Source: an optimization exercise on an open RTL-to-GDS flow (aim: small area and a short achievable clock period). Production flows keep margins and buffers that such runs may drop.
No run shown here included a check of the RTL's function; only the layout flow was run.
Power figures rest on the tool's default switching activity, not on a simulated workload.

### standard.sh
#!/bin/bash
# synth_recipe.tcl (not shown) runs the flow's synth.tcl, then flattens the netlist and writes it again
# the make line also repeats each setting of config.mk as NAME=value (left out here)
make -C /OpenROAD-flow-scripts/flow DESIGN_CONFIG=/design/flow/config.mk WORK_HOME=/design/flow/orfs CLKGATE_MAP_FILE= SYNTH_SCRIPT=/design/flow/synth_recipe.tcl "${@:-finish}"
### config.mk
export PLATFORM = sky130hd
export DESIGN_NAME = fp_mul
export DESIGN_NICKNAME = fp_mul
export VERILOG_FILES = /design/flow/design.v
export SDC_FILE = /design/flow/constraint.sdc
export NUM_CORES = 4
export LEC_CHECK = 0
export CAP_MARGIN = 20
export CORE_MARGIN = 2
export CORE_UTILIZATION = 40
export CTS_BUF_LIST = sky130_fd_sc_hd__clkbuf_8
export SLEW_MARGIN = 20
export SYNTH_HIERARCHICAL = 1
export SYNTH_MINIMUM_KEEP_SIZE = 0
### design.v
module fp1(a, one, two, neg, rx, ry);
input wire [10:0] a;
input wire [5:0] one, two;
input wire [4:0] neg;
wire [4:0] nneg = ~neg;
output wire [20:0] rx, ry;
wire pp_0_0;
wire pp_0_1;
wire pp_0_2;
wire pp_0_3;
wire pp_0_4;
wire pp_0_5;
wire pp_0_6;
wire pp_0_7;
wire pp_0_8;
wire pp_0_9;
wire pp_0_10;
wire pp_0_11;
wire pp_1_0;
wire pp_1_1;
wire pp_1_2;
wire pp_1_3;
wire pp_1_4;
wire pp_1_5;
wire pp_1_6;
wire pp_1_7;
wire pp_1_8;
wire pp_1_9;
wire pp_1_10;
wire pp_1_11;
wire pp_2_0;
wire pp_2_1;
wire pp_2_2;
wire pp_2_3;
wire pp_2_4;
wire pp_2_5;
wire pp_2_6;
wire pp_2_7;
wire pp_2_8;
wire pp_2_9;
wire pp_2_10;
wire pp_2_11;
wire pp_3_0;
wire pp_3_1;
wire pp_3_2;
wire pp_3_3;
wire pp_3_4;
wire pp_3_5;
wire pp_3_6;
wire pp_3_7;
wire pp_3_8;
wire pp_3_9;
wire pp_3_10;
wire pp_3_11;
wire pp_4_0;
wire pp_4_1;
wire pp_4_2;
wire pp_4_3;
wire pp_4_4;
wire pp_4_5;
wire pp_4_6;
wire pp_4_7;
wire pp_4_8;
wire pp_4_9;
wire pp_4_10;
wire pp_4_11;
wire pp_5_0;
wire pp_5_1;
wire pp_5_2;
wire pp_5_3;
wire pp_5_4;
wire pp_5_5;
wire pp_5_6;
wire pp_5_7;
wire pp_5_8;
wire pp_5_9;
wire pp_5_10;
wire hs0;
wire hc0;
wire hs1;
wire hc1;
wire hs2;
wire hc2;
wire fs0;
wire fc0;
wire hs3;
wire hc3;
wire fs1;
wire fc1;
wire hs4;
wire hc4;
wire fs2;
wire fc2;
wire fs3;
wire fc3;
wire hs5;
wire hc5;
wire fs4;
wire fc4;
wire fs5;
wire fc5;
wire hs6;
wire hc6;
wire fs6;
wire fc6;
wire fs7;
wire fc7;
wire fs8;
wire fc8;
wire hs7;
wire hc7;
wire fs9;
wire fc9;
wire fs10;
wire fc10;
wire fs11;
wire fc11;
wire fs12;
wire fc12;
wire fs13;
wire fc13;
wire fs14;
wire fc14;
wire fs15;
wire fc15;
wire fs16;
wire fc16;
wire fs17;
wire fc17;
wire fs18;
wire fc18;
wire fs19;
wire fc19;
wire fs20;
wire fc20;
wire fs21;
wire fc21;
wire fs22;
wire fc22;
wire fs23;
wire fc23;
wire fs24;
wire fc24;
wire fs25;
wire fc25;
wire fs26;
wire fc26;
wire fs27;
wire fc27;
wire fs28;
wire fc28;
wire fs29;
wire fc29;
wire fs30;
wire fc30;
wire fs31;
wire fc31;
wire gs0;
wire gc0;
wire hs8;
wire hc8;
wire fs32;
wire fc32;
wire fs33;
wire fc33;
wire fs34;
wire fc34;
wire fs35;
wire fc35;
wire fs36;
wire fc36;
wire gs1;
wire gc1;
wire hs9;
wire hc9;
wire fs37;
wire fc37;
wire fs38;
wire fc38;
wire fs39;
wire fc39;
wire gs2;
wire gc2;
wire hs10;
wire hc10;
wire fs40;
wire fc40;
bpp u_pp_0_0(.a0(a[0]), .a1(1'b0), .one(one[0]), .two(two[0]), .neg(neg[0]), .p(pp_0_0));
bpp u_pp_0_1(.a0(a[1]), .a1(a[0]), .one(one[0]), .two(two[0]), .neg(neg[0]), .p(pp_0_1));
bpp u_pp_0_2(.a0(a[2]), .a1(a[1]), .one(one[0]), .two(two[0]), .neg(neg[0]), .p(pp_0_2));
bpp u_pp_0_3(.a0(a[3]), .a1(a[2]), .one(one[0]), .two(two[0]), .neg(neg[0]), .p(pp_0_3));
bpp u_pp_0_4(.a0(a[4]), .a1(a[3]), .one(one[0]), .two(two[0]), .neg(neg[0]), .p(pp_0_4));
bpp u_pp_0_5(.a0(a[5]), .a1(a[4]), .one(one[0]), .two(two[0]), .neg(neg[0]), .p(pp_0_5));
bpp u_pp_0_6(.a0(a[6]), .a1(a[5]), .one(one[0]), .two(two[0]), .neg(neg[0]), .p(pp_0_6));
bpp u_pp_0_7(.a0(a[7]), .a1(a[6]), .one(one[0]), .two(two[0]), .neg(neg[0]), .p(pp_0_7));
bpp u_pp_0_8(.a0(a[8]), .a1(a[7]), .one(one[0]), .two(two[0]), .neg(neg[0]), .p(pp_0_8));
bpp u_pp_0_9(.a0(a[9]), .a1(a[8]), .one(one[0]), .two(two[0]), .neg(neg[0]), .p(pp_0_9));
bpp u_pp_0_10(.a0(a[10]), .a1(a[9]), .one(one[0]), .two(two[0]), .neg(neg[0]), .p(pp_0_10));
bpp u_pp_0_11(.a0(1'b0), .a1(a[10]), .one(one[0]), .two(two[0]), .neg(neg[0]), .p(pp_0_11));
bpp u_pp_1_0(.a0(a[0]), .a1(1'b0), .one(one[1]), .two(two[1]), .neg(neg[1]), .p(pp_1_0));
bpp u_pp_1_1(.a0(a[1]), .a1(a[0]), .one(one[1]), .two(two[1]), .neg(neg[1]), .p(pp_1_1));
bpp u_pp_1_2(.a0(a[2]), .a1(a[1]), .one(one[1]), .two(two[1]), .neg(neg[1]), .p(pp_1_2));
bpp u_pp_1_3(.a0(a[3]), .a1(a[2]), .one(one[1]), .two(two[1]), .neg(neg[1]), .p(pp_1_3));
bpp u_pp_1_4(.a0(a[4]), .a1(a[3]), .one(one[1]), .two(two[1]), .neg(neg[1]), .p(pp_1_4));
bpp u_pp_1_5(.a0(a[5]), .a1(a[4]), .one(one[1]), .two(two[1]), .neg(neg[1]), .p(pp_1_5));
bpp u_pp_1_6(.a0(a[6]), .a1(a[5]), .one(one[1]), .two(two[1]), .neg(neg[1]), .p(pp_1_6));
bpp u_pp_1_7(.a0(a[7]), .a1(a[6]), .one(one[1]), .two(two[1]), .neg(neg[1]), .p(pp_1_7));
bpp u_pp_1_8(.a0(a[8]), .a1(a[7]), .one(one[1]), .two(two[1]), .neg(neg[1]), .p(pp_1_8));
bpp u_pp_1_9(.a0(a[9]), .a1(a[8]), .one(one[1]), .two(two[1]), .neg(neg[1]), .p(pp_1_9));
bpp u_pp_1_10(.a0(a[10]), .a1(a[9]), .one(one[1]), .two(two[1]), .neg(neg[1]), .p(pp_1_10));
bpp u_pp_1_11(.a0(1'b0), .a1(a[10]), .one(one[1]), .two(two[1]), .neg(neg[1]), .p(pp_1_11));
bpp u_pp_2_0(.a0(a[0]), .a1(1'b0), .one(one[2]), .two(two[2]), .neg(neg[2]), .p(pp_2_0));
bpp u_pp_2_1(.a0(a[1]), .a1(a[0]), .one(one[2]), .two(two[2]), .neg(neg[2]), .p(pp_2_1));
bpp u_pp_2_2(.a0(a[2]), .a1(a[1]), .one(one[2]), .two(two[2]), .neg(neg[2]), .p(pp_2_2));
bpp u_pp_2_3(.a0(a[3]), .a1(a[2]), .one(one[2]), .two(two[2]), .neg(neg[2]), .p(pp_2_3));
bpp u_pp_2_4(.a0(a[4]), .a1(a[3]), .one(one[2]), .two(two[2]), .neg(neg[2]), .p(pp_2_4));
bpp u_pp_2_5(.a0(a[5]), .a1(a[4]), .one(one[2]), .two(two[2]), .neg(neg[2]), .p(pp_2_5));
bpp u_pp_2_6(.a0(a[6]), .a1(a[5]), .one(one[2]), .two(two[2]), .neg(neg[2]), .p(pp_2_6));
bpp u_pp_2_7(.a0(a[7]), .a1(a[6]), .one(one[2]), .two(two[2]), .neg(neg[2]), .p(pp_2_7));
bpp u_pp_2_8(.a0(a[8]), .a1(a[7]), .one(one[2]), .two(two[2]), .neg(neg[2]), .p(pp_2_8));
bpp u_pp_2_9(.a0(a[9]), .a1(a[8]), .one(one[2]), .two(two[2]), .neg(neg[2]), .p(pp_2_9));
bpp u_pp_2_10(.a0(a[10]), .a1(a[9]), .one(one[2]), .two(two[2]), .neg(neg[2]), .p(pp_2_10));
bpp u_pp_2_11(.a0(1'b0), .a1(a[10]), .one(one[2]), .two(two[2]), .neg(neg[2]), .p(pp_2_11));
bpp u_pp_3_0(.a0(a[0]), .a1(1'b0), .one(one[3]), .two(two[3]), .neg(neg[3]), .p(pp_3_0));
bpp u_pp_3_1(.a0(a[1]), .a1(a[0]), .one(one[3]), .two(two[3]), .neg(neg[3]), .p(pp_3_1));
bpp u_pp_3_2(.a0(a[2]), .a1(a[1]), .one(one[3]), .two(two[3]), .neg(neg[3]), .p(pp_3_2));
bpp u_pp_3_3(.a0(a[3]), .a1(a[2]), .one(one[3]), .two(two[3]), .neg(neg[3]), .p(pp_3_3));
bpp u_pp_3_4(.a0(a[4]), .a1(a[3]), .one(one[3]), .two(two[3]), .neg(neg[3]), .p(pp_3_4));
bpp u_pp_3_5(.a0(a[5]), .a1(a[4]), .one(one[3]), .two(two[3]), .neg(neg[3]), .p(pp_3_5));
bpp u_pp_3_6(.a0(a[6]), .a1(a[5]), .one(one[3]), .two(two[3]), .neg(neg[3]), .p(pp_3_6));
bpp u_pp_3_7(.a0(a[7]), .a1(a[6]), .one(one[3]), .two(two[3]), .neg(neg[3]), .p(pp_3_7));
bpp u_pp_3_8(.a0(a[8]), .a1(a[7]), .one(one[3]), .two(two[3]), .neg(neg[3]), .p(pp_3_8));
bpp u_pp_3_9(.a0(a[9]), .a1(a[8]), .one(one[3]), .two(two[3]), .neg(neg[3]), .p(pp_3_9));
bpp u_pp_3_10(.a0(a[10]), .a1(a[9]), .one(one[3]), .two(two[3]), .neg(neg[3]), .p(pp_3_10));
bpp u_pp_3_11(.a0(1'b0), .a1(a[10]), .one(one[3]), .two(two[3]), .neg(neg[3]), .p(pp_3_11));
bpp u_pp_4_0(.a0(a[0]), .a1(1'b0), .one(one[4]), .two(two[4]), .neg(neg[4]), .p(pp_4_0));
bpp u_pp_4_1(.a0(a[1]), .a1(a[0]), .one(one[4]), .two(two[4]), .neg(neg[4]), .p(pp_4_1));
bpp u_pp_4_2(.a0(a[2]), .a1(a[1]), .one(one[4]), .two(two[4]), .neg(neg[4]), .p(pp_4_2));
bpp u_pp_4_3(.a0(a[3]), .a1(a[2]), .one(one[4]), .two(two[4]), .neg(neg[4]), .p(pp_4_3));
bpp u_pp_4_4(.a0(a[4]), .a1(a[3]), .one(one[4]), .two(two[4]), .neg(neg[4]), .p(pp_4_4));
bpp u_pp_4_5(.a0(a[5]), .a1(a[4]), .one(one[4]), .two(two[4]), .neg(neg[4]), .p(pp_4_5));
bpp u_pp_4_6(.a0(a[6]), .a1(a[5]), .one(one[4]), .two(two[4]), .neg(neg[4]), .p(pp_4_6));
bpp u_pp_4_7(.a0(a[7]), .a1(a[6]), .one(one[4]), .two(two[4]), .neg(neg[4]), .p(pp_4_7));
bpp u_pp_4_8(.a0(a[8]), .a1(a[7]), .one(one[4]), .two(two[4]), .neg(neg[4]), .p(pp_4_8));
bpp u_pp_4_9(.a0(a[9]), .a1(a[8]), .one(one[4]), .two(two[4]), .neg(neg[4]), .p(pp_4_9));
bpp u_pp_4_10(.a0(a[10]), .a1(a[9]), .one(one[4]), .two(two[4]), .neg(neg[4]), .p(pp_4_10));
bpp u_pp_4_11(.a0(1'b0), .a1(a[10]), .one(one[4]), .two(two[4]), .neg(neg[4]), .p(pp_4_11));
bpp u_pp_5_0(.a0(a[0]), .a1(1'b0), .one(one[5]), .two(two[5]), .neg(1'b0), .p(pp_5_0));
bpp u_pp_5_1(.a0(a[1]), .a1(a[0]), .one(one[5]), .two(two[5]), .neg(1'b0), .p(pp_5_1));
bpp u_pp_5_2(.a0(a[2]), .a1(a[1]), .one(one[5]), .two(two[5]), .neg(1'b0), .p(pp_5_2));
bpp u_pp_5_3(.a0(a[3]), .a1(a[2]), .one(one[5]), .two(two[5]), .neg(1'b0), .p(pp_5_3));
bpp u_pp_5_4(.a0(a[4]), .a1(a[3]), .one(one[5]), .two(two[5]), .neg(1'b0), .p(pp_5_4));
bpp u_pp_5_5(.a0(a[5]), .a1(a[4]), .one(one[5]), .two(two[5]), .neg(1'b0), .p(pp_5_5));
bpp u_pp_5_6(.a0(a[6]), .a1(a[5]), .one(one[5]), .two(two[5]), .neg(1'b0), .p(pp_5_6));
bpp u_pp_5_7(.a0(a[7]), .a1(a[6]), .one(one[5]), .two(two[5]), .neg(1'b0), .p(pp_5_7));
bpp u_pp_5_8(.a0(a[8]), .a1(a[7]), .one(one[5]), .two(two[5]), .neg(1'b0), .p(pp_5_8));
bpp u_pp_5_9(.a0(a[9]), .a1(a[8]), .one(one[5]), .two(two[5]), .neg(1'b0), .p(pp_5_9));
bpp u_pp_5_10(.a0(a[10]), .a1(a[9]), .one(one[5]), .two(two[5]), .neg(1'b0), .p(pp_5_10));
ha_c u_h0(.a(neg[1]), .b(pp_0_2), .s(hs0), .co(hc0));
ha_c u_h1(.a(pp_0_3), .b(pp_1_1), .s(hs1), .co(hc1));
ha_c u_h2(.a(neg[2]), .b(pp_0_4), .s(hs2), .co(hc2));
fa_c u_f0(.a(pp_1_2), .b(pp_2_0), .c(hc1), .s(fs0), .co(fc0));
ha_c u_h3(.a(pp_0_5), .b(pp_1_3), .s(hs3), .co(hc3));
fa_c u_f1(.a(pp_2_1), .b(hc2), .c(hs3), .s(fs1), .co(fc1));
ha_c u_h4(.a(neg[3]), .b(pp_0_6), .s(hs4), .co(hc4));
fa_c u_f2(.a(pp_1_4), .b(pp_2_2), .c(pp_3_0), .s(fs2), .co(fc2));
fa_c u_f3(.a(hc3), .b(hs4), .c(fs2), .s(fs3), .co(fc3));
ha_c u_h5(.a(pp_0_7), .b(pp_1_5), .s(hs5), .co(hc5));
fa_c u_f4(.a(pp_2_3), .b(pp_3_1), .c(hc4), .s(fs4), .co(fc4));
fa_c u_f5(.a(hs5), .b(fc2), .c(fs4), .s(fs5), .co(fc5));
ha_c u_h6(.a(neg[4]), .b(pp_0_8), .s(hs6), .co(hc6));
fa_c u_f6(.a(pp_1_6), .b(pp_2_4), .c(pp_3_2), .s(fs6), .co(fc6));
fa_c u_f7(.a(pp_4_0), .b(hc5), .c(hs6), .s(fs7), .co(fc7));
fa_c u_f8(.a(fs6), .b(fc4), .c(fs7), .s(fs8), .co(fc8));
ha_c u_h7(.a(pp_0_9), .b(pp_1_7), .s(hs7), .co(hc7));
fa_c u_f9(.a(pp_2_5), .b(pp_3_3), .c(pp_4_1), .s(fs9), .co(fc9));
fa_c u_f10(.a(hc6), .b(hs7), .c(fc6), .s(fs10), .co(fc10));
fa_c u_f11(.a(fs9), .b(fc7), .c(fs10), .s(fs11), .co(fc11));
fa_c u_f12(.a(pp_0_10), .b(pp_1_8), .c(pp_2_6), .s(fs12), .co(fc12));
fa_c u_f13(.a(pp_3_4), .b(pp_4_2), .c(pp_5_0), .s(fs13), .co(fc13));
fa_c u_f14(.a(hc7), .b(fc9), .c(fs12), .s(fs14), .co(fc14));
fa_c u_f15(.a(fs13), .b(fc10), .c(fs14), .s(fs15), .co(fc15));
fa_c u_f16(.a(pp_0_11), .b(pp_1_9), .c(pp_2_7), .s(fs16), .co(fc16));
fa_c u_f17(.a(pp_3_5), .b(pp_4_3), .c(pp_5_1), .s(fs17), .co(fc17));
fa_c u_f18(.a(fc12), .b(fc13), .c(fs16), .s(fs18), .co(fc18));
fa_c u_f19(.a(fs17), .b(fc14), .c(fs18), .s(fs19), .co(fc19));
fa_c u_f20(.a(neg[0]), .b(pp_1_10), .c(pp_2_8), .s(fs20), .co(fc20));
fa_c u_f21(.a(pp_3_6), .b(pp_4_4), .c(pp_5_2), .s(fs21), .co(fc21));
fa_c u_f22(.a(fc16), .b(fc17), .c(fs20), .s(fs22), .co(fc22));
fa_c u_f23(.a(fs21), .b(fc18), .c(fs22), .s(fs23), .co(fc23));
fa_c u_f24(.a(neg[0]), .b(pp_1_11), .c(pp_2_9), .s(fs24), .co(fc24));
fa_c u_f25(.a(pp_3_7), .b(pp_4_5), .c(pp_5_3), .s(fs25), .co(fc25));
fa_c u_f26(.a(fc20), .b(fc21), .c(fs24), .s(fs26), .co(fc26));
fa_c u_f27(.a(fs25), .b(fc22), .c(fs26), .s(fs27), .co(fc27));
fa_c u_f28(.a(nneg[1]), .b(nneg[0]), .c(pp_2_10), .s(fs28), .co(fc28));
fa_c u_f29(.a(pp_3_8), .b(pp_4_6), .c(pp_5_4), .s(fs29), .co(fc29));
fa_c u_f30(.a(fc24), .b(fs28), .c(fc25), .s(fs30), .co(fc30));
fa_c u_f31(.a(fs29), .b(fc26), .c(fs30), .s(fs31), .co(fc31));
ha1_c u_g0(.a(pp_2_11), .b(pp_3_9), .s(gs0), .co(gc0));
ha_c u_h8(.a(pp_4_7), .b(pp_5_5), .s(hs8), .co(hc8));
fa_c u_f32(.a(gs0), .b(hs8), .c(fc28), .s(fs32), .co(fc32));
fa_c u_f33(.a(fc29), .b(fc30), .c(fs32), .s(fs33), .co(fc33));
fa_c u_f34(.a(nneg[2]), .b(pp_3_10), .c(pp_4_8), .s(fs34), .co(fc34));
fa_c u_f35(.a(pp_5_6), .b(gc0), .c(hc8), .s(fs35), .co(fc35));
fa_c u_f36(.a(fs34), .b(fc32), .c(fs35), .s(fs36), .co(fc36));
ha1_c u_g1(.a(pp_3_11), .b(pp_4_9), .s(gs1), .co(gc1));
ha_c u_h9(.a(pp_5_7), .b(gs1), .s(hs9), .co(hc9));
fa_c u_f37(.a(fc34), .b(hs9), .c(fc35), .s(fs37), .co(fc37));
fa_c u_f38(.a(nneg[3]), .b(pp_4_10), .c(pp_5_8), .s(fs38), .co(fc38));
fa_c u_f39(.a(gc1), .b(fs38), .c(hc9), .s(fs39), .co(fc39));
ha1_c u_g2(.a(pp_4_11), .b(pp_5_9), .s(gs2), .co(gc2));
ha_c u_h10(.a(gs2), .b(fc38), .s(hs10), .co(hc10));
fa_c u_f40(.a(nneg[4]), .b(pp_5_10), .c(gc2), .s(fs40), .co(fc40));
assign rx = {fs40, hs10, fc37, fc36, fc33, fc31, fc27, fc23, fc19, fc15, fc11, fc8, fc5, fc3, fc1, fc0, hs2, hc0, pp_1_0, pp_0_1, neg[0]};
assign ry = {hc10, fc39, fs39, fs37, fs36, fs33, fs31, fs27, fs23, fs19, fs15, fs11, fs8, fs5, fs3, fs1, fs0, hs1, hs0, 1'b0, pp_0_0};
endmodule
module bpp(a0, a1, one, two, neg, p);
input wire a0, a1, one, two, neg;
output wire p;
assign p = ((one & a0) | (two & a1)) ^ neg;
endmodule
module fa_c(a, b, c, s, co);
input wire a, b, c;
output wire s, co;
assign s = a ^ b ^ c;
assign co = (a & b) | (c & (a ^ b));
endmodule
module ha_c(a, b, s, co);
input wire a, b;
output wire s, co;
assign s = a ^ b;
assign co = a & b;
endmodule
module ha1_c(a, b, s, co);
input wire a, b;
output wire s, co;
assign s = ~(a ^ b);
assign co = a | b;
endmodule
module fp2(s, e, sign, fp_result, under, over);
input wire [20:9] s;
input wire [4:0] e;
input wire sign;
output wire [15:0] fp_result;
output wire under, over;
wire [4:0] e_inc = e + 5'd1;
wire u0 = e > 5'd24;
wire u1 = (e > 5'd23) && (e != 5'd31);    
wire [4:0] te = s[20] ? e : e_inc;
wire [10:0] ts = s[20] ? s[19:9] : s[20:10];
assign fp_result = {sign, te[3:0], ts};
assign under = s[20] ? u0 : u1;
assign over = te[4];
endmodule
module fp_mul(clk, op1, op2, result, under, over);
input wire clk;
input wire [15:0] op1, op2;
output wire [15:0] result;
output wire under, over;
wire [13:0] bx = {2'b00, op2[10:0], 1'b0};
wire [5:0] one_d, two_d;
wire [4:0] neg_d;
genvar i;
generate for (i = 0; i < 6; i = i + 1) begin : g_booth
	assign one_d[i] = bx[2*i+1] ^ bx[2*i];
	assign two_d[i] = (bx[2*i+2] & ~bx[2*i+1] & ~bx[2*i]) | (~bx[2*i+2] & bx[2*i+1] & bx[2*i]);
	if (i < 5) begin : g_neg
		assign neg_d[i] = bx[2*i+2];
	end
end endgenerate
reg [10:0] sa;
reg [5:0] bone, btwo;
reg [4:0] bneg;
reg [4:0] e1;
reg sg1;
always @(posedge clk)
begin
	sa <= op1[10:0];
	bone <= one_d;
	btwo <= two_d;
	bneg <= neg_d;
	e1 <= {1'b0, op1[14:11]} + {1'b0, op2[14:11]} - 5'd7;
	sg1 <= op1[15] ^ op2[15];
end
wire [20:0] rx, ry;
fp1 stage1(.a(sa), .one(bone), .two(btwo), .neg(bneg), .rx(rx), .ry(ry));
wire [20:0] prod = rx + ry;
reg [20:9] s;
reg [4:0] e2;
reg sg2;
always @(posedge clk)
begin
	s <= prod[20:9];
	e2 <= e1;
	sg2 <= sg1;
end
fp2 stage2(.s(s), .e(e2), .sign(sg2), .fp_result(result), .under(under), .over(over));
endmodule
### constraint.sdc
create_clock -name core_clock -period 5.3 [get_ports {clk}]
set_input_delay 1.0600 -clock core_clock [delete_from_list [all_inputs] [get_ports {clk}]]
set_output_delay 1.0600 -clock core_clock [all_outputs]
set_load 0.01 [all_outputs]
### flow/run.sh
#!/bin/bash
# The standard layout (the standard.sh), with plain buf_1 cells as the
# input and output port buffers instead of the ones buffer_ports picks.
export BUFFER_PORTS_ARGS="-buffer_cell sky130_fd_sc_hd__buf_1"
bash standard.sh > standard.log 2>&1
==> metrics.csv, run 1 <==
metric,value,unit
vias,3514,
simple-gate share of the synthesized area,4.85,%
DR pass1 iterations,4,
TNS Setup,0,ps
Hold Startpoint,e1[3]$_DFF_P_,
final WL,10900,microns
Post-synth ARST share,0,%
complex-gate fraction of the synthesized area,23.5,%
final hold violations,0,
"Warnings, synthesis",7,
Leakage,0.00217,uW
"leading cell type in the layout, fill and taps excluded",xnor2_1,
"Avg Cell Area, Syn",10.8,sq um
met3 usage,3.82,%
met2 global-route usage,25.3,%
Tightest Hold Check Type,reg2reg,
clk_skew,14.3,ps
total CTS buffers,5,
Critical Path Sink Type,register,
Synth Area in Adders,25.7,%
Clock Path Buffers,2,
CP required,5510,ps
multiplexer area fraction after synthesis,3.02,%
dpl ws,1000,ps
R2R depth,11,
CTS Hold Bufs,0,
register area share after synthesis,19.2,%
die area,14500,sq um
Worst-Skew Late Latency,330,ps
post-synth cell types,48,
Hold Crit Endpoint,e2[3]$_DFF_P_,
dpl cells,705,
worst slew pin tran,819,ps
Filler Cell Count,1288,
DIE WIDTH,120,microns
synthesized instance count,501,
drt initial violations,160,
vias per cell,4.93,
switch share,48.8,%
Slew headroom,45.4,%
Int Power,1770,uW
switching power,1690,uW
"CTS clk-pin slew, worst paths",100,ps
clock power share,7.1,%
main flop type after synthesis,dfxtp_1,
xor and xnor area share after synthesis,14.9,%
Top Ports,51,
global route overflow,0,
final setup violation count,0,
Reg2Reg Capture Point,s[19]$_DFF_P_,
CP startpoint kind,register,
"EDFF count, synth",0,
WHS Path Cells,0,
row count,42,
vias in the first global route,3784,
Slew Limit Fails,0,
Clock Root Buffer,clkbuf_8,
largest area contributor in the netlist,dfxtp_1,
M1 GR Usage,22.5,%
Synth-to-Final Area Change,4.59,%
multi-input logic area,3990,sq um
Worst VDD drop,0.332,mV
Pwr Density,609,nW/um^2
Setup CP Type,reg2reg,
Sink Count,52,
hold_ws,332,ps
GRT Util Overall,16.2,%
register area,1040,sq um
post-synth top area share,19.2,%
mapped cell area,5420,sq um
r2r startpoint,sa[9]$_DFF_P_,
initial antenna violation count,0,
unrepaired setup endpoints after global routing,false,
pin count of the biggest net entering global routing,19,
largest family of logic cells by synthesized area,adder cells,
Combinational Power Share,74.4,%
Pwr Total,3460,uW
post-layout worst setup margin,876,ps
Detail Placement HPWL,8670,microns
critical path arrival,4630,ps
Tcrit/Tclk final,83.5,%
gp weighted congestion,0.882,
CTS tree,built,
fin nets,655,
post-cts resize count,0,
DR WL/cell,15.3,microns
Post-DRT Antenna Nets,0,
post-CTS setup buffer count,0,
Tmin final,4420,ps
ant diodes,0,
max-cap violations,0,
flop2flop setup slack,880,ps
Starting Density,40.9,%
DRC viols,0,
Die Ht,120,microns
post-synthesis register bit count,52,
core box area,13200,sq um
Top Usage Layer GRT,met2,
H-Tree Depth,2,
first-pass GRT wire length,18800,microns
Crit Path Max Fanout,12,
Fmax,226,MHz
run status,finished clean,
most frequent cells in the layout,"xnor2_1 (81), a22oi_2 (71), dfxtp_1 (52)",
Port Buffers,50,
sequential share of power,18.4,%
share of cells above drive strength 1,18.4,%
synth top area cells,"dfxtp_1 (19%), a22oi_2 (16%), fa_1 (16%)",
Post-Layout Cell Count,713,
==> logic make-up (layout without fill, tap and decap cells) <==
kind of cell / after synthesis / after routing
flops: 52 / 52
other cells: 1 / 23
fa+ha+maj: 86 / 86
buf+inv: 78 / 92
xor+xnor: 92 / 92
simple gates: 48 / 48
mux: 13 / 13
compound gates: 131 / 131
==> flip-flops by register name, summed over array words and instances, names as in the netlist, 5 cells and up <==
| register | flops |
|---|---|
| sa | 11 |
| btwo | 6 |
| bone | 6 |
| e1 | 5 |
| s | 12 |
| bneg | 5 |
| e2 | 5 |
==> worst max path at each step <==
stage,cells past startpoint,from,endpoint
after floorplan,13,bone[2]$_DFF_P_,s[20]$_DFF_P_
after global placement,11,bone[2]$_DFF_P_,s[19]$_DFF_P_
after detailed placement,11,sa[9]$_DFF_P_,s[19]$_DFF_P_
after CTS,11,sa[9]$_DFF_P_,s[19]$_DFF_P_
after global routing,11,bone[2]$_DFF_P_,s[19]$_DFF_P_
final,11,sa[9]$_DFF_P_,s[19]$_DFF_P_
==> synthesized netlist by cell type (all sizes together) (2+ instances only) <==
cell and number:
nand2b 7, a211oi 2, nor2b 3, nor2 7, dfxtp 52, nand2 11, o211a 2, nand3b 5
a31oi 2, a21o 4, o21ai 17, xor2 11, nor4 2, buf 45, clkbuf 2, inv 31
nor3 4, o21bai 3, and2 2, o21a 2, o31ai 2, a22oi 72, fa 42, a21oi 18
o22ai 2, and3 3, mux2 12, xnor2 81, ha 44, nand3 2
==> routing by layer <==
metal	vias to the layer above	routed length (microns)
met2	76	4980
met1	1659	5260
met4	0	116
met5	-	0
met3	7	538
li1	1772	-
==> through the flow <==
stage	instance area [sq um]	util (%)
4_1_cts	5670	42.8
2_1_floorplan	5500	-
3_5_place_dp	5570	42.1
6_report	5670	42.8
3_3_place_gp	5570	42.1
5_1_grt	5670	42.8
==> per-module statistics from Yosys, one instance, submodules excluded <==
| module | copies in the design | flops+latches |
|---|---|---|
| fp1 | 1 | 0 |
| ha1_c | 3 | 0 |
| ha_c | 11 | 0 |
| bpp | 71 | 0 |
| fp_mul | 1 | 52 |
| fa_c | 41 | 0 |
| fp2 | 1 | 0 |
==> final cells by class <==
class | instances | area share [%]
Sequential cell | 52 | 18.4
Multi-Input combinational cell | 393 | 70.3
Clock buffer | 6 | 1.46
Inverter | 31 | 2.05
Tap cell | 176 | 3.88
Timing Repair Buffer | 53 | 3.71
Clock inverter | 2 | 0.265
==> worst max-delay path: stages, from the launching register on <==
cell and delay, ps:
dfxtp_1 780, a22oi_2 190, xnor2_1 230, fa_1 480, fa_1 530, fa_1 440
ha_1 400, nand2_1 140, nor4_1 470, nor3b_1 340, o22ai_1 130, xnor2_1 150
==> power by group through the flow <==
stage	combinational (uW)	clock, uW	sequential, uW
2_1_floorplan	2330	0	597
6_report	2570	246	637
3_3_place_gp	2540	0	643
3_5_place_dp	2560	0	647
5_1_grt	2910	274	655
4_1_cts	2570	261	638
==> inputs of run 2 (changes only) <==
--- a/design.v
+++ b/design.v
@@ -386,4 +386,7 @@
 fp1 stage1(.a(sa), .one(bone), .two(btwo), .neg(bneg), .rx(rx), .ry(ry));
-wire [20:0] prod = rx + ry;
-reg [20:9] s;
+wire [20:0] px = rx, py = ry;
+wire [15:0] lo = {1'b0, px[14:0]} + {1'b0, py[14:0]};
+reg [5:0] hx, hy;
+reg hc;
+reg [5:0] lo2;
 reg [4:0] e2;
@@ -392,3 +395,6 @@
 begin
-	s <= prod[20:9];
+	hx <= px[20:15];
+	hy <= py[20:15];
+	hc <= lo[15];
+	lo2 <= lo[14:9];
 	e2 <= e1;
@@ -396,2 +402,4 @@
 end
+wire [5:0] hi = hx + hy + hc;
+wire [20:9] s = {hi, lo2};
 fp2 stage2(.s(s), .e(e2), .sign(sg2), .fp_result(result), .under(under), .over(over));
--- a/config.mk
+++ b/config.mk
@@ -11,2 +11,3 @@
 export CTS_BUF_LIST = sky130_fd_sc_hd__clkbuf_8
+export SETUP_SLACK_MARGIN = 1.0
 export SLEW_MARGIN = 20
==> run 2 against run 1 <==
Against the previous run:
- flip-flop and latch count increased by 7
- final area increased by 3.6%
- critical endpoint is now lo2[4]$_DFF_P_
- combinational power fell by 2%
- routed wire length fell by 6.6%
- non-clock buffer count shrank 2
- hold slack worse by 4.6 ps
- area after synthesis increased by 1.6%
- critical path type unchanged
- first-iteration DRC count rose by 11%
- worst setup slack gained 410 ps
- sequential power up 8.0%
==> metrics.csv, run 2 <==
metric,value,unit,change
run status,finished clean,,
Leakage,0.00232,uW,+7.0%
DP Area,5650,sq um,+1.4%
Reg2Reg Capture Point,lo2[4]$_DFF_P_,,
Sink Count,59,,+13%
synthesized instance count,500,,-0.20%
Die Ht,121,microns,+0.79%
vias per cell,4.88,,-1.0%
final setup violation count,0,,unchanged
multiplexer area fraction after synthesis,3.52,%,+0.50 points
multi-input logic area,3920,sq um,-1.7%
H-Tree Depth,3,,+1
main flop type after synthesis,dfxtp_1,,
Tightest Hold Check Type,reg2reg,,
Pwr Density,625,nW/um^2,+2.6%
Post-DRT Antenna Nets,0,,unchanged
Detail Placement HPWL,8200,microns,-5.4%
max reg flops,11,,-1
largest family of logic cells by synthesized area,adder cells,,
r2r startpoint,bone[0]$_DFF_P_,,
worst stage delay on the critical path,740,ps,-40 ps
Top Ports,51,,unchanged
Synth-to-Final Area Change,6.65,%,
unrepaired setup endpoints after global routing,false,,
most frequent cells in the layout,"xnor2_1 (78), a22oi_2 (71), dfxtp_1 (59)",,
GRT Util Overall,15.0,%,-1.2 points
mapped cell area,5510,sq um,+1.6%
Worst-Skew Late Latency,350,ps,+20 ps
final hold violations,0,,unchanged
pin count of the biggest net entering global routing,19,,unchanged
most numerous cell in the Yosys netlist,xnor2_1,,
total CTS buffers,9,,+4
largest area contributor in the netlist,dfxtp_1,,
TNS Setup,0,ps,unchanged
post-synth cell types,44,,-8.3%
vias,3503,,-0.31%
Top reg by flops,sa,,
register area share after synthesis,21.4,%,+2.2 points
post-layout worst setup margin,1290,ps,+415 ps
drt initial violations,178,,+11%
xor and xnor area share after synthesis,14.0,%,-0.88 points
Port Buffers,50,,unchanged
fin nets,657,,+0.31%
Worst VDD drop,0.261,mV,-22%
gp weighted congestion,0.878,,-0.36%
"Avg Cell Area, Syn",11.0,sq um,+1.8%
DR WL/cell,14.2,microns,-7.3%
Filler Cell Count,1326,,+3.0%
DRC viols,0,,unchanged
initial antenna violation count,0,,unchanged
complex-gate fraction of the synthesized area,20.9,%,-2.6 points
R2R depth,10,,-1
vias in the first global route,3639,,-3.8%
Slew Limit Fails,0,,unchanged
Post-synth ARST share,0,%,unchanged
CTS tree,built,,
Crit Path Max Fanout,12,,unchanged
"Core Util, Final",44.0,%,+1.2 points
row count,42,,unchanged
CP startpoint kind,register,,
global route overflow,0,,unchanged
final WL,10200,microns,-6.6%
"leading cell type in the layout, fill and taps excluded",xnor2_1,,
Slew headroom,42.2,%,-3.2 points
Clock Path Buffers,2,,unchanged
max-cap violations,0,,unchanged
slowest CP cell,dfxtp_1,,
CP Launch Point,bone[0]$_DFF_P_,,
Clock Root Buffer,clkbuf_8,,
critical path arrival,4230,ps,-400 ps
Most common cell on crit path,fa_1,,
ant diodes,0,,unchanged
register area,1180,sq um,+13%
worst slew pin tran,866,ps,+47.4 ps
flop2flop setup slack,1290,ps,+410 ps
Fmax,249,MHz,+10%
post-synthesis register bit count,59,,+13%
"CTS clk-pin slew, worst paths",70,ps,-30 ps
post-CTS setup buffer count,0,,unchanged
"EDFF count, synth",0,,unchanged
post-synth top area share,21.4,%,+2.2 points
Final Cell Area,5880,sq um,+3.6%
CP required,5520,ps,about the same
first-pass GRT wire length,17100,microns,-8.9%
Synth Area in Adders,25.7,%,+0.086 points
simple-gate share of the synthesized area,5.31,%,+0.47 points
Critical Path Sink Type,register,,
die area,14700,sq um,+1.6%
"Warnings, synthesis",7,,unchanged
DR pass1 iterations,4,,unchanged
synth top area cells,"dfxtp_1 (21%), a22oi_2 (16%), fa_1 (16%)",,
post-cts resize count,0,,unchanged
dpl ws,1310,ps,+311 ps
Critical Path Sink,lo2[4]$_DFF_P_,,
DIE WIDTH,121,microns,+0.79%
Tmin final,4010,ps,-415 ps
core box area,13300,sq um,+0.79%
clk_skew,7.33,ps,-6.97 ps
Tcrit/Tclk final,75.6,%,-7.8 points
hold_ws,327,ps,-4.57 ps
Commonest cells post-synth,"xnor2_1 (78), a22oi_2 (71), dfxtp_1 (59)",,
Starting Density,41.3,%,+0.34 points
Setup CP Type,reg2reg,,
CTS Hold Bufs,0,,unchanged
"Critical Path, Cell by Cell",a22oi_2 > xnor2_1 > fa_1 > fa_1 > fa_1 > ha_1 > and3_1 > a221oi_2 > mux2i_1 > nand4_1,,
share of cells above drive strength 1,19.6,%,+1.1 points
run 2: cell types whose count changed in the layout (fill, tap and decap cells not counted), sizes merged, moves of 3 or more:
cell,previous run,this run
clkinv,0,3
nand4,0,5
o21ai,17,13
mux2i,1,4
o21bai,3,0
clkbuf,6,11
inv,31,36
a21oi,18,11
xnor2,81,78
nor2,7,12
dfxtp,52,59
run 2: per-module statistics from Yosys, one instance, submodules excluded:
module  flip-flops and latches  cells inside  times used
fp_mul                      59           210           1
fp1                          0            48           1
fp2                          0            33           1
ha1_c                        0             5           3
bpp                          0             2          71
fa_c                         0             1          41
ha_c                         0             1          11
run 2: where the power goes:
group	switching [uW]	total [uW]	leakage, uW	internal (uW)
Sequential	115	688	0.000497	572
Clock	168	455	0.000119	287
Combinational	1350	2530	0.00170	1180
Total	1640	3680	0.00232	2040
run 2: metrics by stage:
stage          total power [uW]  instances
3_3_place_gp               3200        702
5_1_grt                    4060        718
4_1_cts                    3730        718
6_report                   3680        718
2_1_floorplan              3010        522
3_5_place_dp               3250        702
run 2: worst min path at each step:
| stage | startpoint | end | slack [ps] | depth (start not counted) |
|---|---|---|---|---|
| 2_1_floorplan | e1[0]$_DFF_P_ | e2[0]$_DFF_P_ | 310 | 0 |
| 3_3_place_gp | sg1$_DFF_P_ | sg2$_DFF_P_ | 310 | 0 |
| 3_5_place_dp | e1[3]$_DFF_P_ | e2[3]$_DFF_P_ | 310 | 0 |
| 4_1_cts | e1[3]$_DFF_P_ | e2[3]$_DFF_P_ | 330 | 0 |
| 5_1_grt | e1[3]$_DFF_P_ | e2[3]$_DFF_P_ | 330 | 0 |
| 6_report | e1[2]$_DFF_P_ | e2[2]$_DFF_P_ | 330 | 0 |
run 2: logic make-up (layout without fill, tap and decap cells):
family / after synthesis / count (layout)
DFF: 59 / 59
muxes: 16 / 16
buffers and inverters: 83 / 103
and+or+nand+nor: 56 / 56
other: 1 / 23
adders and majority gates: 87 / 87
AOI/OAI and AO/OA: 110 / 110
xor gates and xnor gates: 88 / 88
run 2: cell type report:
type	instances	share of cell area, %
clock inverters	5	1.28
well taps	176	3.75
multi-input cells	380	66.7
flip-flops and latches	59	20.1
inverters	36	2.30
clock buffers	11	2.58
repair buffers	51	3.32
run 2: layer usage:
layer / vias up / share of wire (%) / GRT usage (%)
met4: 0 / 1.7 / 4.74
met5: - / 0 / 0
met1: 1678 / 44 / 17.8
li1: 1758 / - / -
met3: 12 / 3.8 / 3.85
met2: 55 / 50 / 26.3
run 2: critical path: cells and delay by family (launching register included):
family	cells	cell delay [ps]
adders and majority gates	4	1860
DFF	1	740
AOI/OAI and AO/OA	2	560
and+or+nand+nor	2	300
muxes	1	230
xor gates and xnor gates	1	180
==> inputs of run 3 (changes only) <==
--- a/config.mk
+++ b/config.mk
@@ -11,3 +11,2 @@
 export CTS_BUF_LIST = sky130_fd_sc_hd__clkbuf_8
-export SETUP_SLACK_MARGIN = 1.0
 export SLEW_MARGIN = 20
==> run 3 against run 2 <==
Against the previous run:
- still clean
- combinational power about the same
- sequential power about the same
- hold slack unchanged
- critical endpoint unchanged
==> metrics.csv, run 3 <==
metric,value,unit,change
clk_skew,7.33,ps,unchanged
dpl ws,1310,ps,unchanged
die area,14700,sq um,unchanged
sequential share of power,18.7,%,about the same
Die Ht,121,microns,unchanged
switching power,1640,uW,unchanged
clock power share,12.4,%,about the same
Commonest cells post-synth,"xnor2_1 (78), a22oi_2 (71), dfxtp_1 (59)",,
synthesized instance count,500,,unchanged
largest family of logic cells by synthesized area,adder cells,,
hold_ws,327,ps,unchanged
vias,3503,,unchanged
Tmin final,4010,ps,unchanged
CTS tree,built,,
drt initial violations,178,,unchanged
first-pass GRT wire length,17100,microns,unchanged
mapped cell area,5510,sq um,unchanged
DIE WIDTH,121,microns,unchanged
DP Area,5650,sq um,unchanged
Synth-to-Final Area Change,6.65,%,unchanged
vias in the first global route,3639,,unchanged
Port Buffers,50,,unchanged
max reg flops,11,,unchanged
Synth Area in Adders,25.7,%,unchanged
switch share,44.5,%,unchanged
core box area,13300,sq um,unchanged
pin count of the biggest net entering global routing,19,,unchanged
Starting Density,41.3,%,unchanged
H-Tree Depth,3,,unchanged
post-CTS setup buffer count,0,,unchanged
post-synth cell types,44,,unchanged
Setup CP Type,reg2reg,,
total CTS buffers,9,,unchanged
most numerous cell in the Yosys netlist,xnor2_1,,
R2R depth,10,,unchanged
GRT Util Overall,15.0,%,unchanged
max-cap violations,0,,unchanged
Sink Count,59,,unchanged
complex-gate fraction of the synthesized area,20.9,%,unchanged
simple-gate share of the synthesized area,5.31,%,unchanged
"leading cell type in the layout, fill and taps excluded",xnor2_1,,
"Avg Cell Area, Syn",11.0,sq um,unchanged
Slew headroom,42.2,%,unchanged
Reg2Reg Capture Point,lo2[4]$_DFF_P_,,
share of cells above drive strength 1,19.6,%,unchanged
post-synth top area share,21.4,%,unchanged
Slew Limit Fails,0,,unchanged
initial antenna violation count,0,,unchanged
DR WL/cell,14.2,microns,unchanged
Leakage,0.00232,uW,unchanged
flop2flop setup slack,1290,ps,about the same
CTS Hold Bufs,0,,unchanged
final setup violation count,0,,unchanged
"Warnings, synthesis",7,,unchanged
Int Power,2040,uW,unchanged
DRC viols,0,,unchanged
Top reg by flops,sa,,
Final Cell Area,5880,sq um,unchanged
Tightest Hold Check Type,reg2reg,,
Tcrit/Tclk final,75.6,%,unchanged
main flop type after synthesis,dfxtp_1,,
Clock Root Buffer,clkbuf_8,,
critical path arrival,4230,ps,about the same
"CTS clk-pin slew, worst paths",70,ps,about the same
global route overflow,0,,unchanged
Combinational Power Share,68.9,%,about the same
CP startpoint kind,register,,
worst slew pin tran,866,ps,unchanged
"Core Util, Final",44.0,%,unchanged
row count,42,,unchanged
Crit Path Max Fanout,12,,unchanged
most frequent cells in the layout,"xnor2_1 (78), a22oi_2 (71), dfxtp_1 (59)",,
"EDFF count, synth",0,,unchanged
Worst VDD drop,0.261,mV,unchanged
Fmax,249,MHz,unchanged
Pwr Density,625,nW/um^2,unchanged
Filler Cell Count,1326,,unchanged
gp weighted congestion,0.878,,unchanged
post-synthesis register bit count,59,,unchanged
Top Ports,51,,unchanged
Clock Path Buffers,2,,unchanged
ant diodes,0,,unchanged
xor and xnor area share after synthesis,14.0,%,unchanged
final WL,10200,microns,unchanged
synth top area cells,"dfxtp_1 (21%), a22oi_2 (16%), fa_1 (16%)",,
DR pass1 iterations,4,,unchanged
largest area contributor in the netlist,dfxtp_1,,
post-cts resize count,0,,unchanged
final hold violations,0,,unchanged
TNS Setup,0,ps,unchanged
r2r startpoint,bone[0]$_DFF_P_,,
fin nets,657,,unchanged
Detail Placement HPWL,8200,microns,unchanged
Critical Path Sink Type,register,,
vias per cell,4.88,,unchanged
post-layout worst setup margin,1290,ps,unchanged
CP Launch Point,bone[0]$_DFF_P_,,
Critical Path Sink,lo2[4]$_DFF_P_,,
Post-DRT Antenna Nets,0,,unchanged
Post-synth ARST share,0,%,unchanged
multiplexer area fraction after synthesis,3.52,%,unchanged
Worst-Skew Late Latency,350,ps,about the same
register area share after synthesis,21.4,%,unchanged
CP required,5520,ps,about the same
run status,finished clean,,
unrepaired setup endpoints after global routing,false,,
==> run 3: cell counts in the layout (fill, tap and decap cells not counted) <==
Identical to the previous run, type by type.
==> run 3: per-layer routing <==
metal	wire length [microns]	part of all wire (%)	global-route usage, %
met2	5110	50	26.3
met1	4500	44	17.8
met4	177	1.7	4.74
met3	382	3.8	3.85
met5	0	0	0
==> run 3: logic make-up after synthesis <==
logic type / after synthesis
xor gates and xnor gates: 88
muxes: 16
buffers and inverters: 83
DFF: 59
adders and majority gates: 87
and+or+nand+nor: 56
other: 1
AOI/OAI and AO/OA: 110
==> run 3: area by class of cell <==
type,instances,area [sq um],share of cell area (%)
multi-input combinational,380,3920,66.7
sequential,59,1180,20.1
tap,176,220,3.75
timing repair buffer,51,195,3.32
clock buffer,11,151,2.58
inverter,36,135,2.30
clock inverter,5,75.1,1.28
==> run 3: power by group through the flow <==
stage                     clock, uW  combinational [uW]  sequential, uW
after global placement            0                2500             696
after CTS                       472                2570             690
after detailed placement          0                2550             699
after floorplan                   0                2340             669
after global routing            492                2870             704
final                           455                2530             688
==> run 3: critical path, stage by stage (launching register included) <==
cell      delay, ps
dfxtp_1         740
a22oi_2         180
xnor2_1         180
fa_1            490
fa_1            580
fa_1            420
ha_1            370
and3_1          200
a221oi_2        380
mux2i_1         230
nand4_1         100
==> run 3: modules after synthesis (local to each module, per instance) <==
| module | cells | times used | flip-flops and latches |
|---|---|---|---|
| bpp | 2 | 71 | 0 |
| fa_c | 1 | 41 | 0 |
| fp1 | 48 | 1 | 0 |
| fp2 | 33 | 1 | 0 |
| fp_mul | 210 | 1 | 59 |
| ha1_c | 5 | 3 | 0 |
| ha_c | 1 | 11 | 0 |
==> run 3: worst min path at each step <==
stage                       start             to  depth (start not counted)
global placement      sg1$_DFF_P_    sg2$_DFF_P_                          0
CTS                 e1[3]$_DFF_P_  e2[3]$_DFF_P_                          0
floorplan           e1[0]$_DFF_P_  e2[0]$_DFF_P_                          0
detailed placement  e1[3]$_DFF_P_  e2[3]$_DFF_P_                          0
global route        e1[3]$_DFF_P_  e2[3]$_DFF_P_                          0
finish              e1[2]$_DFF_P_  e2[2]$_DFF_P_                          0
==> run 3: per-stage QoR <==
step	power, uW	std cells
floorplan	3010	522
global placement	3200	702
detailed placement	3250	702
CTS	3730	718
global route	4060	718
finish	3680	718

## port drivers added, routing unchanged
The results above use ideal ports. As a check the final layouts listed here were re-extracted and re-timed, cells and wires unchanged. Step 1 sets driving cells, clkbuf_16 on the clock port and buf_2 on the other inputs (assumed; they add their load-dependent delay and slew). Step 2 adds t to the input delays and takes it off the output delays; t is the mean of the earliest and latest rising clock arrival at the registers after step 1. Input paths then give back, and output paths get back, about the clock's delay inside the block. a / b / c = no drivers / after step 1 / after step 2; a / b = the first two.
| run | shift t [ns] | slack for setup (ns) | slew at the worst register clock pin (ns) |
|---|---|---|---|
| run 1 | 0.357 | 0.876 / 0.876 / 0.876 | 0.10 / 0.10 |
| run 2 | 0.375 | 1.291 / 1.291 / 1.291 | 0.07 / 0.07 |
| run 3 | 0.375 | 1.291 / 1.291 / 1.291 | 0.07 / 0.07 |
After both steps setup and hold are still met in every run listed.
